This design comes from an exercise in tuning for small area, a short achievable clock period and few clock cycles on the open sky130 flow, not from production work. For this run, only the layout was checked, not whether the RTL still works. Power is estimated from default activity; no workload was simulated.

<file path="flow/config.mk">
export PLATFORM = sky130hd
export DESIGN_NAME = top
export DESIGN_NICKNAME = top
export VERILOG_FILES = /design/flow/design.v
export SDC_FILE = /design/flow/constraint.sdc
export NUM_CORES = 4
export LEC_CHECK = 0
export CAP_MARGIN = 20
export CORE_MARGIN = 2
export CORE_UTILIZATION = 40
export SETUP_SLACK_MARGIN = 3.8
export SLEW_MARGIN = 20
</file>
<file path="flow/constraint.sdc">
create_clock -name core_clock -period 6.0 [get_ports {clk}]
set_input_delay 1.2000 -clock core_clock [delete_from_list [all_inputs] [get_ports {clk}]]
set_output_delay 1.2000 -clock core_clock [all_outputs]
set_load 0.01 [all_outputs]
</file>
<file path="flow/design.v">
`timescale 1ns/1ps
module ALU (
    input  [7:0] A,
    input  [7:0] Bx,
    input  [3:0] instruction,
    input        item,
    output [7:0] F
);
    wire [3:0] op = instruction;
    wire [2:0] k  = Bx[2:0];                    
    wire sub      = ~op[3] & ~op[2] & ~op[1] & op[0];                     
    wire is_as    = item & ~op[3] & ~op[2] & ~op[1];                      
    wire is_shf   = item & ~op[3] & ~op[2] & op[1];                       
    wire is_rot   = item & ~op[3] & op[2] & ~op[1];                       
    wire is_logic = item & ((~op[3] & op[2] & op[1]) |                    
                            (op[3] & ~op[2] & ~op[1]));                   
    wire left     = op[0];
    wire [8:0] sum9 = {A, 1'b1} + {Bx, sub};    
    wire [7:0] sum  = sum9[8:1];
    wire [7:0] p    = A ^ Bx;
    wire a0 = k[0];
    wire a1 = k[1] ^ (left & k[0]);
    wire a2 = k[2] ^ (left & (k[1] | k[0]));
    wire [7:0] s1 = a0 ? {A[0],    A[7:1]}  : A;
    wire [7:0] s2 = a1 ? {s1[1:0], s1[7:2]} : s1;
    wire [7:0] s4 = a2 ? {s2[3:0], s2[7:4]} : s2;
    wire shf_ok = is_shf & ~|Bx[7:3];
    wire rot_ok = is_rot & ~|Bx[7:4] & ~(Bx[3] & |k);
    wire [7:0] keep;
    genvar i;
    generate for (i = 0; i < 8; i = i + 1) begin : kp
        assign keep[i] = rot_ok | (shf_ok & (left ? (k <= i) : (k <= 7 - i)));
    end endgenerate
    assign F = ({8{is_as}} & sum) | ({8{is_logic}} & p) | (keep & s4);
endmodule
`timescale 1ns/1ps
module top (
    input clk,
    input rst_n,
    input start,
    input valid,
    input [7:0] data_A,
    input [7:0] data_B,
    input [3:0] instruction,
    input [7:0] count,
    output reg [7:0] third_largest,
    output reg finish
);
    reg [7:0] a_q, b_q;
    reg [3:0] op_q;
    reg       item_q;      
    reg [7:0] r;           
    reg [7:0] remaining;   
    reg [7:0] largest, second_largest;
    reg       last1, last2;
    wire [7:0] alu_result;
    ALU alu_inst (
        .A(a_q),
        .Bx(b_q),
        .instruction(op_q),
        .item(item_q),
        .F(alu_result)
    );
    wire [7:0] b_in = (instruction == 4'b0001) ? ~data_B :
                      (instruction == 4'b0110) ? data_A & ~data_B :
                      (instruction == 4'b0111) ? ~data_A & data_B :
                      (instruction == 4'b1000) ? 8'hff : data_B;
    wire [7:0] low_zero = {~|remaining[6:0], ~|remaining[5:0], ~|remaining[4:0],
                           ~|remaining[3:0], ~|remaining[2:0], ~|remaining[1:0],
                           ~remaining[0], 1'b1};
    always @(posedge clk) begin
        a_q     <= data_A;
        b_q     <= b_in;
        op_q    <= instruction;
        r       <= alu_result;
        if (start)
            remaining <= count;
        else if (valid)
            remaining <= remaining ^ low_zero;
    end
    always @(posedge clk or negedge rst_n) begin
        if (!rst_n)
            item_q <= 1'b0;
        else
            item_q <= valid;
    end
    always @(posedge clk or negedge rst_n) begin
        if (!rst_n) begin
            last1  <= 1'b0;
            last2  <= 1'b0;
            finish <= 1'b0;
        end else begin
            last1  <= (valid && remaining == 8'd1) || (start && count == 8'd0);
            last2  <= last1;
            finish <= last2;
        end
    end
    function [1:0] cmp8;
        input [7:0] a, b;
        reg [7:0] g, l;
        reg [3:0] g1, l1;
        reg [1:0] g2, l2;
        integer i;
        begin
            g = a & ~b;
            l = ~a & b;
            for (i = 0; i < 4; i = i + 1) begin
                g1[i] = g[2*i+1] | (~l[2*i+1] & g[2*i]);
                l1[i] = l[2*i+1] | (~g[2*i+1] & l[2*i]);
            end
            for (i = 0; i < 2; i = i + 1) begin
                g2[i] = g1[2*i+1] | (~l1[2*i+1] & g1[2*i]);
                l2[i] = l1[2*i+1] | (~g1[2*i+1] & l1[2*i]);
            end
            cmp8 = {g2[1] | (~l2[1] & g2[0]), l2[1] | (~g2[1] & l2[0])};
        end
    endfunction
    wire gt1, lt1, gt2, lt2, gt3, lt3;
    assign {gt1, lt1} = cmp8(r, largest);
    assign {gt2, lt2} = cmp8(r, second_largest);
    assign {gt3, lt3} = cmp8(r, third_largest);
    wire eq1 = ~gt1 & ~lt1;
    wire eq2 = ~gt2 & ~lt2;
    wire upd1 = gt1 | start;
    wire upd2 = (gt2 & ~eq1) | start;
    wire upd3 = (gt3 & ~eq2 & ~eq1) | start;
    wire [7:0] new2 = gt1 ? largest : r;
    wire [7:0] new3 = gt2 ? second_largest : r;
    always @(posedge clk) begin
        if (upd1) largest        <= r;
        if (upd2) second_largest <= new2;
        if (upd3) third_largest  <= new3;
    end
endmodule
</file>
<file path="flow/flow/run.sh">
#!/bin/bash
# Standard layout, except:
#  - plain buffers (buf_1) on the ports instead of the delay buffers
#    buffer_ports picks by default;
#  - synthesis maps the logic with a delay-driven ABC script
#    (flow/abc_delay.script) instead of ORFS's abc_speed script. Everything
#    else in synthesis is the standard flow's own (flow/synth.tcl is synth_recipe.tcl with
#    an abc wrapper that swaps in the script), so the registers are the same.
set -o pipefail
FLOW_DIR=$(cd "$(dirname "$0")" && pwd)
export BUFFER_PORTS_ARGS="-buffer_cell sky130_fd_sc_hd__buf_1"
export MY_ABC_SCRIPT=$FLOW_DIR/abc_delay.script
bash standard.sh SYNTH_SCRIPT=$FLOW_DIR/synth.tcl finish > standard.log 2>&1
</file>
<file path="flow/flow/abc_delay.script">
strash
dch
map -D 1000
buffer -p
upsize -D 1000
dnsize -D 1000
stime -p
</file>
<file path="flow/flow/synth.tcl">
proc synth {args} { yosys synth -nofsm -noshare {*}$args }

proc abc {args} {
  set i [lsearch -exact $args -script]
  if {$i >= 0 && [info exists ::env(MY_ABC_SCRIPT)]} { lset args [expr {$i + 1}] $::env(MY_ABC_SCRIPT) }
  yosys abc {*}$args
}
source $::env(SCRIPTS_DIR)/synth.tcl
# left out here: clear keep_hierarchy, flatten, clean up, hide names made inside functions, write 1_2_yosys.v
</file>
<file path="flow/standard.sh">
#!/bin/bash
# synth_recipe.tcl (not shown) runs the flow's synth.tcl, then flattens the netlist and writes it again
# the make line also repeats each setting of config.mk as NAME=value (left out here)
make -C /OpenROAD-flow-scripts/flow DESIGN_CONFIG=/design/flow/config.mk WORK_HOME=/design/flow/orfs CLKGATE_MAP_FILE= SYNTH_SCRIPT=/design/flow/synth_recipe.tcl "${@:-finish}"
</file>
==> results.txt <==
status complete, no violations; Synth Area in Simple Gates between 15 and 20%; worst hold path class flip-flop to flip-flop; Lkg Pwr between 1.5 and 2 nW; final net count 545; dpl cells between 500 and 600; residual DRC count 0; clk sink count between 60 and 70; setup TNS 0 ns; Post-Synth Adder-Cell Area roughly 4.2%; post-layout util a little under half; Die Y roughly 100 um; Starting Density about two fifths; total wire length about 8000 um; kind of critical path flip-flop to primary output; clk latency of the worst-skew pair about 0.32 ns; GRT Residual Overflow 0; Crit Path Max Fanout 4; Mapped Area roughly 0.0037 mm^2; root buffer cell clkbuf_8; Critical Path AT between 0.9 and 1 ns; # H-tree levels 3; Final Hold Fails 0; Synth top cells by count 90 x nand2_1, 51 x inv_1, 48 x o21ai_0, 46 x a21oi_1, 37 x nor2_1; synthesized netlist cell count 450; crit-path leading delay family flip-flops; P_sw around 0.46 mW; vias per inst a little over 5; Post-DP Area 0.00395 mm^2; remaining antenna violation count 0; Period minus WS final 2.13 ns; dpl ws around 3.3 ns; Vias ~3.2k; compound-cell area share of the yosys netlist a little over a fifth; skew final 0.00551 ns; unrepaired setup endpoints after global routing true; total track usage between 10% and 20%; Hold Path Sink finish; #FFs+latches synth 64; multiplexer share of the synthesized area about 2.2%; DP HPWL between 6000 and 7000 um; Main synth FF type edfxtp_1; Power Dens Cells roughly 330 mW/mm^2; Critical Path Stages 1; Slew Viols, Final 0; routed wl met2 roughly 4000 um; WP buf/inv 1; Least-Margin Pin Slew ~0.48 ns; Final GP Congestion ~0.89; global-route wire length before repair 12500 um; r2r worst-path depth 10; FF-to-FF setup slack roughly 3.9 ns; Overall Power roughly 1.4 mW; metal1 wirelength around 3600 um; Worst slew margin around two thirds; CTS tree yes; top routing layer in use met4; reg2reg end r[7]; clock buffer depth 2; largest net degree at the start of global routing 25; MaxCap Viol Count 0; Final Setup Violations 0; DRT iter0 DRCs between 100 and 150; IO Port Bufs 40; syn_area_per_cell between 8 and 9 um^2; maximum vdd drop around 0.13 mV; crit path cell chain buf_1; Syn Nets approximately 490; largest family of logic cells by synthesized area compound AO/OA/AOI/OAI gates; drt first pass iters 6; count leader, synth nand2_1; slowest CP cell edfxtp_1; Top-Level Pins slightly above 40; Syn-to-layout area delta 15.0%; ys async rst share approximately 6.3%; RR Startpoint op_q[3]; Hold Path Origin last2; final worst slack a little under 4 ns; clk slew on worst S/H paths 0.07 ns; Int Power between 0.9 and 1 mW; crit-path max cell delay 0.44 ns; Worst Path Required between 4 and 5 ns; post-route cell area 0.00427 mm^2; WHS around 0.36 ns; DR WL met3 303 um; Post-synth EDFFs 32; Synth area leaders edfxtp_1 26%, dfxtp_1 15%, nand2_1 9.1%, o21ai_0 6.5%, a21oi_1 6.2%; Worst Setup Start Kind flip-flop; vias in the first global route between 2k and 3k; net switching fraction of the power 33.0%; Die ar. about 0.010 mm^2; Logic pwr share approximately 28%; sequential cell area fraction in the yosys report 43.7%; core area about 0.009 mm^2; standard-cell rows 35; Clock Power Share about 28%; Hold Path Depth 0; Synthesis Warnings 1; initial antenna violation count 0; Avg WL per Cell 13.1 um; period utilisation layout between 30% and 40%; Max Freq approximately 470 MHz; die width 100 um; antenna diode count 0; Synth top area share around a quarter; register share of total power 44.8%; ratio of cells with drive above 1 in the final layout between 10% and 20%; Synth area leader edfxtp_1; Setup crit end kind primary output; Netlist cell types 53; Non-Filler Instances 617; cts bufs inserted 9; xor/xnor share of the synthesized area ~1.9%
power groups by stage:
| stage | registers, mW | clock network, mW | logic (mW) |
|---|---|---|---|
| 2_1_floorplan | 0.629 | 0 | 0.271 |
| 3_3_place_gp | 0.633 | 0 | 0.346 |
| 3_5_place_dp | 0.636 | 0 | 0.352 |
| 4_1_cts | 0.626 | 0.400 | 0.359 |
| 5_1_grt | 0.638 | 0.420 | 0.437 |
| 6_report | 0.627 | 0.387 | 0.384 |
routing by layer:
layer,global-route usage [%],vias up
li1,-,1665
met1,19.7,1440
met2,26.7,76
met3,3.69,10
met4,7.17,0
met5,0,-
final cells by class:
type                       count  area [um^2]
clock buffer                   9          124
timing repair buffer          47          208
tap                          111          139
multi-input combinational    326         1890
fill                         901         4840
inverter                      53          199
sequential                    64         1630
clock inverter                 7         86.3
state kept, by name (all words and copies together), names as in the netlist, 4 cells and up:
register        cells
second_largest      8
op_q                4
r                   8
third_largest       8
a_q                 8
largest             8
remaining           8
b_q                 8
cell families (layout without fill, tap and decap cells):
| family | after synthesis | after routing |
|---|---|---|
| AOI/OAI and AO/OA | 134 | 134 |
| and+or+nand+nor | 165 | 165 |
| xor gates and xnor gates | 7 | 7 |
| DFF | 64 | 64 |
| muxes | 8 | 8 |
| adders and majority gates | 12 | 12 |
| buffers and inverters | 60 | 116 |
placed cells by master, fill, tap and decap left out, types with 3 or more instances in the layout:
cell type   n
inv_1      50
nand3_1    11
o221ai_1    3
xnor2_1     4
or2_2       3
a22oi_1     3
o31ai_1     3
nand2_1    88
nor4_1      3
clkinv_2    3
dfxtp_1    26
ha_1       11
mux2i_1     8
clkbuf_2    4
a31oi_1     3
o211ai_1    6
nor3_1      3
o22ai_1     5
dfrtp_1     4
nor2_1     37
buf_4       7
nand2_2     4
edfxtp_1   32
clkbuf_8    9
nand4_1     5
buf_1      36
inv_2       3
o21ai_0    48
a21oi_1    46
repair_timing:
action,in CTS,in global routing
pin swaps,2,3
gates resized for setup,5,13
buffers inserted,1,6
gates cloned,0,0
setup endpoints to repair,23,32
hold buffers,0,0
worst max path at each step:
stage                   endpoint  slack [ns]        startpoint
3_3_place_gp              b_q[2]        3.43    instruction[2]
6_report        third_largest[5]        3.87  third_largest[5]
3_5_place_dp              b_q[5]        3.34    instruction[2]
5_1_grt                     r[7]        3.65           op_q[3]
2_1_floorplan             b_q[0]        3.78    instruction[2]
4_1_cts        second_largest[5]        3.80              r[3]

==> afterwards: timing with drivers on the ports <==
Ports are ideal in the flow. The routed layout listed here was re-timed in OpenROAD.
Step 1 sets driving cells, clkbuf_16 on the clock port and buf_2 on the other inputs (assumed; they add their load-dependent delay and slew).
Step 2, shift: input delay + t, output delay - t, t = (earliest + latest rising clock arrival at the registers) / 2. This alone moves slack from input paths to output paths.
a / b / c = ideal ports / drivers / drivers and shift; a / b = the first two.
t, ns: 0.353
setup WS [ns]: 3.874 / 3.843 / 3.540
worst register clock-pin slew, ns: 0.07 / 0.07
After both steps this run still meets setup and hold. For this run, drivers alone change the setup slack by -0.031 ns; drivers and shift together by -0.334 ns.
